This is an optimization exercise on Yosys and OpenROAD, whose aim is small area, not a production implementation.
Only simulation tests tie the RTL to the original design; equivalence was not proved.
Power figures rest on the tool's default switching activity, not on a simulated workload.

## top_module
module top_module
	(
		input clk, reset,
		input wire crypt, b1, b2, b3,
		input wire load, load_sel,
		input wire [3:0] load_addr,
		input wire [7:0] load_data,
		output wire led_init, led_wait1,
		output wire clk_out, reset_lcd, d_c,
		output wire spi_data_out, spi_clk, spi_ce
    );
Size: about 1800 cells after synthesis, about 540 flip-flops, ~28 I/O pins.
Settings: LEC_CHECK=0, ABC_AREA=1, CAP_MARGIN=20, CORE_MARGIN=2, CORE_UTILIZATION=40, GPL_TIMING_DRIVEN=0, SLEW_MARGIN=20, SYNTH_MEMORY_MAX_BITS=16384; clock period 10.0 ns.
standard.sh (not shown) runs the stock make flow with config.mk's settings and CLKGATE_MAP_FILE= SYNTH_SCRIPT=/design/flow/synth_recipe.tcl, a recipe that flattens the netlist after the stock synthesis.
==> flow/flow/run.sh <==
#!/bin/bash
# Layout flow: the standard ORFS flow with two changes:
#  1. synthesis maps the combinational logic with a stronger area-oriented ABC
#     script (abc_deep.script); everything else in synthesis (including register
#     mapping and naming) is the standard synthesis script unchanged;
#  2. clock tree synthesis uses CTS_ARGS from cts_args.txt.
# Each tool's output goes to the ORFS logs (orfs/logs/...) and to flow.log here.
set -euo pipefail
W=$PWD
mkdir -p mysynth
# standard synthesis, with only the abc call replaced
sed "s#source \$::env(SCRIPTS_DIR)/synth.tcl#source $W/mysynth/synth.tcl#" synth_recipe.tcl > mysynth/synth_recipe.tcl
sed "s#log_cmd abc {\*}\$abc_args#log_cmd abc -script $W/flow/abc_deep.script {*}\$lib_args {*}\$lib_dont_use_args#" \
    "$FLOW_HOME/scripts/synth.tcl" > mysynth/synth.tcl
grep -q "abc_deep.script" mysynth/synth.tcl
grep -q "mysynth/synth.tcl" mysynth/synth_recipe.tcl
sed "s#SYNTH_SCRIPT=[^ ]*#SYNTH_SCRIPT=$W/mysynth/synth_recipe.tcl#" standard.sh > mystandard.sh
grep -q "mysynth/synth_recipe.tcl" mystandard.sh
export CTS_ARGS="$(cat flow/cts_args.txt)"
bash mystandard.sh finish > flow.log 2>&1
==> flow/flow/abc_deep.script <==
strash
&get -n
&deepsyn -T 100
&put
&get -n
&dch
&nf -R 2000 -F 20 -A 20
&put
==> flow/flow/cts_args.txt <==
-sink_clustering_enable -repair_clock_nets -buf_list sky130_fd_sc_hd__clkbuf_16 -sink_clustering_size 32 -sink_clustering_max_diameter 100 -dont_use_dummy_load
Change:
==> flow/flow/abc_deep.script (replaced) <==
strash
&get -n
&deepsyn -T 300
&put
&get -n
&dch
&nf -R 2000 -F 20 -A 20
&put
==> flow/flow/cts_args.txt (replaced) <==
-sink_clustering_enable -repair_clock_nets -buf_list sky130_fd_sc_hd__clkbuf_16 -sink_clustering_size 26 -sink_clustering_max_diameter 90 -dont_use_dummy_load
Outcome:
- count of clock-buffer cells in the layout rises by 2
- final area hardly moves
- flip-flop and latch count stays the same
- routed wire length rose by 3.1%
- area after synthesis came out lower by 0.53%
- sequential share of layout area barely changes
- first-iteration DRC count climbs by 1.5%
- via count went down by 0.83%
- worst hold slack is better by 0.033 ns

---

top_module, a different RTL version from the one above (not shown whole).
For scale: about 1800 cells after synthesis, roughly 540 flip-flops, ~28 I/O pins, roughly 22000 um2 of cells after synthesis.
Design top_module, start of the top module:
module top_module
	(
		input clk, reset,
		input wire crypt, b1, b2, b3,
		input wire load, load_sel,
		input wire [3:0] load_addr,
		input wire [7:0] load_data,
		output wire led_init, led_wait1,
		output wire clk_out, reset_lcd, d_c,
		output wire spi_data_out, spi_clk, spi_ce
    );
export LEC_CHECK = 0
export ABC_AREA = 1
export CAP_MARGIN = 20
export CORE_MARGIN = 2
export CORE_UTILIZATION = 40
export GPL_TIMING_DRIVEN = 0
export SLEW_MARGIN = 20
export SYNTH_MEMORY_MAX_BITS = 16384
create_clock -name core_clock -period 10.0 [get_ports {clk}]
==> flow/flow/run.sh <==
#!/bin/bash
# Layout flow: the standard ORFS flow with two changes:
#  1. synthesis maps the combinational logic with a stronger area-oriented ABC
#     script (abc_deep.script); everything else in synthesis (including register
#     mapping and naming) is the standard synthesis script unchanged;
#  2. clock tree synthesis uses CTS_ARGS from cts_args.txt;
#  3. port buffering uses BUFFER_PORTS_ARGS from buffer_ports_args.txt (every
#     input and output port still gets a buffer).
# Each tool's output goes to the ORFS logs (orfs/logs/...) and to flow.log here.
set -euo pipefail
W=$PWD
mkdir -p mysynth
# standard synthesis, with only the abc call replaced
sed "s#source \$::env(SCRIPTS_DIR)/synth.tcl#source $W/mysynth/synth.tcl#" synth_recipe.tcl > mysynth/synth_recipe.tcl
sed "s#log_cmd abc {\*}\$abc_args#log_cmd abc -script $W/flow/abc_deep.script {*}\$lib_args {*}\$lib_dont_use_args#" \
    "$FLOW_HOME/scripts/synth.tcl" > mysynth/synth.tcl
grep -q "abc_deep.script" mysynth/synth.tcl
grep -q "mysynth/synth.tcl" mysynth/synth_recipe.tcl
sed "s#SYNTH_SCRIPT=[^ ]*#SYNTH_SCRIPT=$W/mysynth/synth_recipe.tcl#" standard.sh > mystandard.sh
grep -q "mysynth/synth_recipe.tcl" mystandard.sh
export CTS_ARGS="$(cat flow/cts_args.txt)"
if [[ -f flow/buffer_ports_args.txt ]]; then export BUFFER_PORTS_ARGS="$(cat flow/buffer_ports_args.txt)"; fi
bash mystandard.sh finish > flow.log 2>&1
==> flow/flow/abc_deep.script <==
strash
&get -n
&deepsyn -T 300
&put
&get -n
&dch
&nf -R 2000 -F 20 -A 20
&put
strash
&get -n
&dch
&nf -R 2000 -F 20 -A 20
&put
strash
&get -n
&dch
&nf -R 2000 -F 20 -A 20
&put
strash
&get -n
&dch
&nf -R 2000 -F 20 -A 20
&put
strash
&get -n
&dch
&nf -R 2000 -F 20 -A 20
&put
strash
&get -n
&dch
&nf -R 2000 -F 20 -A 20
&put
==> flow/flow/buffer_ports_args.txt <==
-buffer_cell sky130_fd_sc_hd__buf_2
==> flow/flow/cts_args.txt <==
-sink_clustering_enable -repair_clock_nets -buf_list sky130_fd_sc_hd__clkbuf_8 -sink_clustering_size 14 -sink_clustering_max_diameter 70 -dont_use_dummy_load
Rerun with:
--- a/flow/flow/run.sh
+++ b/flow/flow/run.sh
@@ -4,7 +4,5 @@
 #     script (abc_deep.script); everything else in synthesis (including register
 #     mapping and naming) is the standard synthesis script unchanged;
-#  2. clock tree synthesis uses CTS_ARGS from cts_args.txt;
-#  3. port buffering uses BUFFER_PORTS_ARGS from buffer_ports_args.txt (every
-#     input and output port still gets a buffer).
+#  2. clock tree synthesis uses CTS_ARGS from cts_args.txt.
 # Each tool's output goes to the ORFS logs (orfs/logs/...) and to flow.log here.
 set -euo pipefail
@@ -20,4 +18,3 @@
 grep -q "mysynth/synth_recipe.tcl" mystandard.sh
 export CTS_ARGS="$(cat flow/cts_args.txt)"
-if [[ -f flow/buffer_ports_args.txt ]]; then export BUFFER_PORTS_ARGS="$(cat flow/buffer_ports_args.txt)"; fi
 bash mystandard.sh finish > flow.log 2>&1
--- a/flow/flow/abc_deep.script
+++ b/flow/flow/abc_deep.script
@@ -1,5 +1,5 @@
 strash
 &get -n
-&deepsyn -T 300
+&deepsyn -T 100
 &put
 &get -n
==> flow/flow/cts_args.txt (replaced) <==
-sink_clustering_enable -repair_clock_nets -buf_list sky130_fd_sc_hd__clkbuf_8 -sink_clustering_size 16 -sink_clustering_max_diameter 80 -dont_use_dummy_load
Settings changed: CORE_UTILIZATION 40 to 55.
removed: flow/flow/buffer_ports_args.txt
After rerunning: Critical path depth falls by 1; global-route usage went up by 8.1 points; power came out lower by 14%; cell count goes down by 7.7%; synthesized area hardly moves; maximum frequency came out higher by 4.9%; via count increases by 2.9%.
Rerun with:
--- a/flow/flow/abc_deep.script
+++ b/flow/flow/abc_deep.script
@@ -1,5 +1,5 @@
 strash
 &get -n
-&deepsyn -T 100
+&deepsyn -T 300
 &put
 &get -n
Settings changed: CORE_UTILIZATION 55 to 40.
Design area climbs by 1.3%.
Die area came out higher by 37%.
Setup slack degrades by 190 ps.
Worst hold slack degrades by 20 ps.
Routed wire length came out higher by 3.5%.
Clock skew increases by 10 ps.
Final cell count increases by 7.6%.
Clock-buffer cell count is unchanged.
Clock power barely changes.
Non-clock buffer count grows by 12.

---

JK:
top_module again, from the RTL that the note above started with.
export LEC_CHECK = 0
export ABC_AREA = 1
export CAP_MARGIN = 20
export CORE_MARGIN = 2
export CORE_UTILIZATION = 40
export GPL_TIMING_DRIVEN = 0
export SLEW_MARGIN = 20
export SYNTH_MEMORY_MAX_BITS = 16384
create_clock -name core_clock -period 10.0 [get_ports {clk}]
==> flow/flow/run.sh <==
#!/bin/bash
# Layout flow: the standard ORFS flow with these changes:
#  1. synthesis maps the combinational logic with a stronger area-oriented ABC
#     script (abc_deep.script); everything else in synthesis (including register
#     mapping and naming) is the standard synthesis script unchanged, except
#     that the adder extraction step is skipped (ABC maps the adders with the
#     rest of the logic, which comes out smaller here);
#  2. clock tree synthesis uses CTS_ARGS from cts_args.txt;
#  3. port buffering uses BUFFER_PORTS_ARGS from buffer_ports_args.txt (every
#     input and output port still gets a buffer).
# Each tool's output goes to the ORFS logs (orfs/logs/...) and to flow.log here.
set -euo pipefail
W=$PWD
mkdir -p mysynth
# standard synthesis, with only the abc call replaced
sed "s#source \$::env(SCRIPTS_DIR)/synth.tcl#source $W/mysynth/synth.tcl#" synth_recipe.tcl > mysynth/synth_recipe.tcl
sed "s#log_cmd abc {\*}\$abc_args#log_cmd abc -script $W/flow/abc_deep.script {*}\$lib_args {*}\$lib_dont_use_args#" \
    "$FLOW_HOME/scripts/synth.tcl" > mysynth/synth.tcl
grep -q "abc_deep.script" mysynth/synth.tcl
sed -i "s#\[env_var_exists_and_non_empty ADDER_MAP_FILE\] \&\&#0 \&\& [env_var_exists_and_non_empty ADDER_MAP_FILE] \&\&#" mysynth/synth.tcl
grep -q "0 && \[env_var_exists_and_non_empty ADDER_MAP_FILE\]" mysynth/synth.tcl
grep -q "mysynth/synth.tcl" mysynth/synth_recipe.tcl
sed "s#SYNTH_SCRIPT=[^ ]*#SYNTH_SCRIPT=$W/mysynth/synth_recipe.tcl#" standard.sh > mystandard.sh
grep -q "mysynth/synth_recipe.tcl" mystandard.sh
export CTS_ARGS="$(cat flow/cts_args.txt)"
if [[ -f flow/buffer_ports_args.txt ]]; then export BUFFER_PORTS_ARGS="$(cat flow/buffer_ports_args.txt)"; fi
bash mystandard.sh finish > flow.log 2>&1
==> flow/flow/abc_deep.script <==
strash
&get -n
&deepsyn -T 300
&put
&get -n
&dch
&nf -R 2000 -F 20 -A 20
&put
strash
&get -n
&dch
&nf -R 2000 -F 20 -A 20
&put
strash
&get -n
&dch
&nf -R 2000 -F 20 -A 20
&put
strash
&get -n
&dch
&nf -R 2000 -F 20 -A 20
&put
strash
&get -n
&dch
&nf -R 2000 -F 20 -A 20
&put
strash
&get -n
&dch
&nf -R 2000 -F 20 -A 20
&put
==> flow/flow/buffer_ports_args.txt <==
-buffer_cell sky130_fd_sc_hd__buf_2
==> flow/flow/cts_args.txt <==
-sink_clustering_enable -repair_clock_nets -buf_list sky130_fd_sc_hd__clkbuf_8 -sink_clustering_size 16 -sink_clustering_max_diameter 80 -dont_use_dummy_load
The following lists how MS was set up differently from JK:
==> flow/flow/run.sh <==
#!/bin/bash
# Layout flow: the standard ORFS flow with two changes:
#  1. synthesis maps the combinational logic with a stronger area-oriented ABC
#     script (abc_deep.script); everything else in synthesis (including register
#     mapping and naming) is the standard synthesis script unchanged;
#  2. clock tree synthesis uses CTS_ARGS from cts_args.txt.
# Each tool's output goes to the ORFS logs (orfs/logs/...) and to flow.log here.
set -euo pipefail
W=$PWD
mkdir -p mysynth
# standard synthesis, with only the abc call replaced
sed "s#source \$::env(SCRIPTS_DIR)/synth.tcl#source $W/mysynth/synth.tcl#" synth_recipe.tcl > mysynth/synth_recipe.tcl
sed "s#log_cmd abc {\*}\$abc_args#log_cmd abc -script $W/flow/abc_deep.script {*}\$lib_args {*}\$lib_dont_use_args#" \
    "$FLOW_HOME/scripts/synth.tcl" > mysynth/synth.tcl
grep -q "abc_deep.script" mysynth/synth.tcl
grep -q "mysynth/synth.tcl" mysynth/synth_recipe.tcl
sed "s#SYNTH_SCRIPT=[^ ]*#SYNTH_SCRIPT=$W/mysynth/synth_recipe.tcl#" standard.sh > mystandard.sh
grep -q "mysynth/synth_recipe.tcl" mystandard.sh
export CTS_ARGS="$(cat flow/cts_args.txt)"
bash mystandard.sh finish > flow.log 2>&1
==> flow/flow/abc_deep.script <==
strash
&get -n
&deepsyn -T 300
&put
&get -n
&dch
&nf -R 2000 -F 20 -A 20
&put
removed: flow/flow/buffer_ports_args.txt
Notes after the runs:
Re delay of the slowest cell on the worst path: MS is 0.24 ns up on JK. Changes observed in MS relative to JK: met1 global-route usage held steady, number of instances in the synthesized netlist grew by 73, cell total after placement grew by about 4%, post-placement cell area grew by about 3.3%. On mean routed wirelength per cell, the higher figure sits with JK, not MS. MS — number of global-route vias before repair 2.8% higher, JK as reference. Summary of MS over JK: final worst slack fell 0.36 ns; clock-cell share of area neither gained nor lost much; die outline height went up 1.2%; met2 demand-to-capacity share in global routing moved down.
#### Input delta (AL over MS)
--- a/flow/flow/run.sh
+++ b/flow/flow/run.sh
@@ -5,3 +5,5 @@
 #     mapping and naming) is the standard synthesis script unchanged;
-#  2. clock tree synthesis uses CTS_ARGS from cts_args.txt.
+#  2. clock tree synthesis uses CTS_ARGS from cts_args.txt;
+#  3. port buffering uses BUFFER_PORTS_ARGS from buffer_ports_args.txt (every
+#     input and output port still gets a buffer).
 # Each tool's output goes to the ORFS logs (orfs/logs/...) and to flow.log here.
@@ -19,2 +21,3 @@
 export CTS_ARGS="$(cat flow/cts_args.txt)"
+if [[ -f flow/buffer_ports_args.txt ]]; then export BUFFER_PORTS_ARGS="$(cat flow/buffer_ports_args.txt)"; fi
 bash mystandard.sh finish > flow.log 2>&1
--- a/flow/flow/abc_deep.script
+++ b/flow/flow/abc_deep.script
@@ -8 +8,26 @@
 &put
+strash
+&get -n
+&dch
+&nf -R 2000 -F 20 -A 20
+&put
+strash
+&get -n
+&dch
+&nf -R 2000 -F 20 -A 20
+&put
+strash
+&get -n
+&dch
+&nf -R 2000 -F 20 -A 20
+&put
+strash
+&get -n
+&dch
+&nf -R 2000 -F 20 -A 20
+&put
+strash
+&get -n
+&dch
+&nf -R 2000 -F 20 -A 20
+&put
==> flow/flow/buffer_ports_args.txt (new file) <==
-buffer_cell sky130_fd_sc_hd__buf_2
--- outcome ---
MS ended up with data.lcd.sbuf[6]$_DFFE_PP_ as its capturing instance or port of the critical path; AL ended up with data.lcd.sbuf[5]$_DFFE_PP_. Comparing AL and MS, the lower period utilization was measured on MS. The run showing the smaller power consumption is MS. Between AL and MS, it is AL whose worst path required time is lower, by 0.02 ns. ~same combinational cell fraction of total power in AL and MS. Die span in x across AL and MS: no real change.
[inputs] TR vs AL
--- a/flow/flow/run.sh
+++ b/flow/flow/run.sh
@@ -5,5 +5,3 @@
 #     mapping and naming) is the standard synthesis script unchanged;
-#  2. clock tree synthesis uses CTS_ARGS from cts_args.txt;
-#  3. port buffering uses BUFFER_PORTS_ARGS from buffer_ports_args.txt (every
-#     input and output port still gets a buffer).
+#  2. clock tree synthesis uses CTS_ARGS from cts_args.txt.
 # Each tool's output goes to the ORFS logs (orfs/logs/...) and to flow.log here.
--- a/flow/flow/abc_deep.script
+++ b/flow/flow/abc_deep.script
@@ -2,3 +2,3 @@
 &get -n
-&deepsyn -T 300
+&deepsyn -T 100
 &put
### Flow results
Any difference in via count between TR and AL is small enough to ignore. Comparing TR against AL, there is no change at all in total global routing overflow. [TR vs AL] routed wire length: lower in TR.
The inputs of PW differ from those of TR as listed below.
--- a/flow/flow/run.sh
+++ b/flow/flow/run.sh
@@ -19,3 +19,2 @@
 export CTS_ARGS="$(cat flow/cts_args.txt)"
-if [[ -f flow/buffer_ports_args.txt ]]; then export BUFFER_PORTS_ARGS="$(cat flow/buffer_ports_args.txt)"; fi
 bash mystandard.sh finish > flow.log 2>&1
==> flow/flow/abc_deep.script <==
strash
&get -n
&deepsyn -T 100
&put
&get -n
&dch
&nf -R 2000 -F 20 -A 20
&put
==> flow/flow/cts_args.txt <==
-sink_clustering_enable -repair_clock_nets -buf_list sky130_fd_sc_hd__clkbuf_4 -sink_clustering_size 8 -sink_clustering_max_diameter 50 -dont_use_dummy_load
removed: flow/flow/buffer_ports_args.txt
Results
- data.lcd.phase[2]$_SDFFE_PN0P_ as the launch point of the critical path was reported by PW, and data.reg_copier.RAM_WR_A[0]$_SDFF_PP0_ by TR.
- Looking at number of non-clock buffers in the layout, PW sits above TR.
- From TR to PW the numbers moved as follows: final critical delay including setup and external delays went up 1.10 ns; global-route wire length before repair went up 3.4%.

-- what the ideal ports hide --
Ports are ideal in the flow. The routed layouts listed here were re-timed in OpenROAD.
Step 1 (the two cells are an assumption about what drives the block):
set clk [get_ports {clk}]
set_driving_cell -lib_cell sky130_fd_sc_hd__clkbuf_16 $clk
set_driving_cell -lib_cell sky130_fd_sc_hd__buf_2 [delete_from_list [all_inputs] $clk]
Step 2 moves the port delays by t, midway between the first and last clock arrival at a register: inputs arrive t later, outputs are due t later. That takes back most of the time a late clock gives input paths.
Three values: ideal, step 1, step 2; two values: the first two.
| run | shift t [ns] | setup slack, ns | worst register clock-pin slew, ns |
|---|---|---|---|
| the first run of note 1 | 0.610 | 2.451 / 2.451 / 2.451 | 0.12 / 0.12 |
| the second run of note 1 | 0.619 | 2.602 / 2.602 / 2.602 | 0.10 / 0.10 |
| the first run of note 2 | 0.673 | 2.251 / 2.251 / 2.251 | 0.09 / 0.09 |
| the second run of note 2 | 0.649 | 2.613 / 2.613 / 2.613 | 0.11 / 0.11 |
| the third run of note 2 | 0.652 | 2.425 / 2.425 / 2.425 | 0.11 / 0.11 |
| JK | 0.628 | 3.065 / 3.065 / 3.065 | 0.11 / 0.11 |
| MS | 0.647 | 2.702 / 2.702 / 2.702 | 0.11 / 0.11 |
| AL | 0.676 | 2.093 / 2.093 / 2.093 | 0.10 / 0.10 |
| TR | 0.630 | 3.119 / 3.119 / 3.119 | 0.12 / 0.12 |
| PW | 0.843 | 2.019 / 1.965 / 2.216 | 0.10 / 0.10 |
After both steps setup and hold are still met in every run listed.
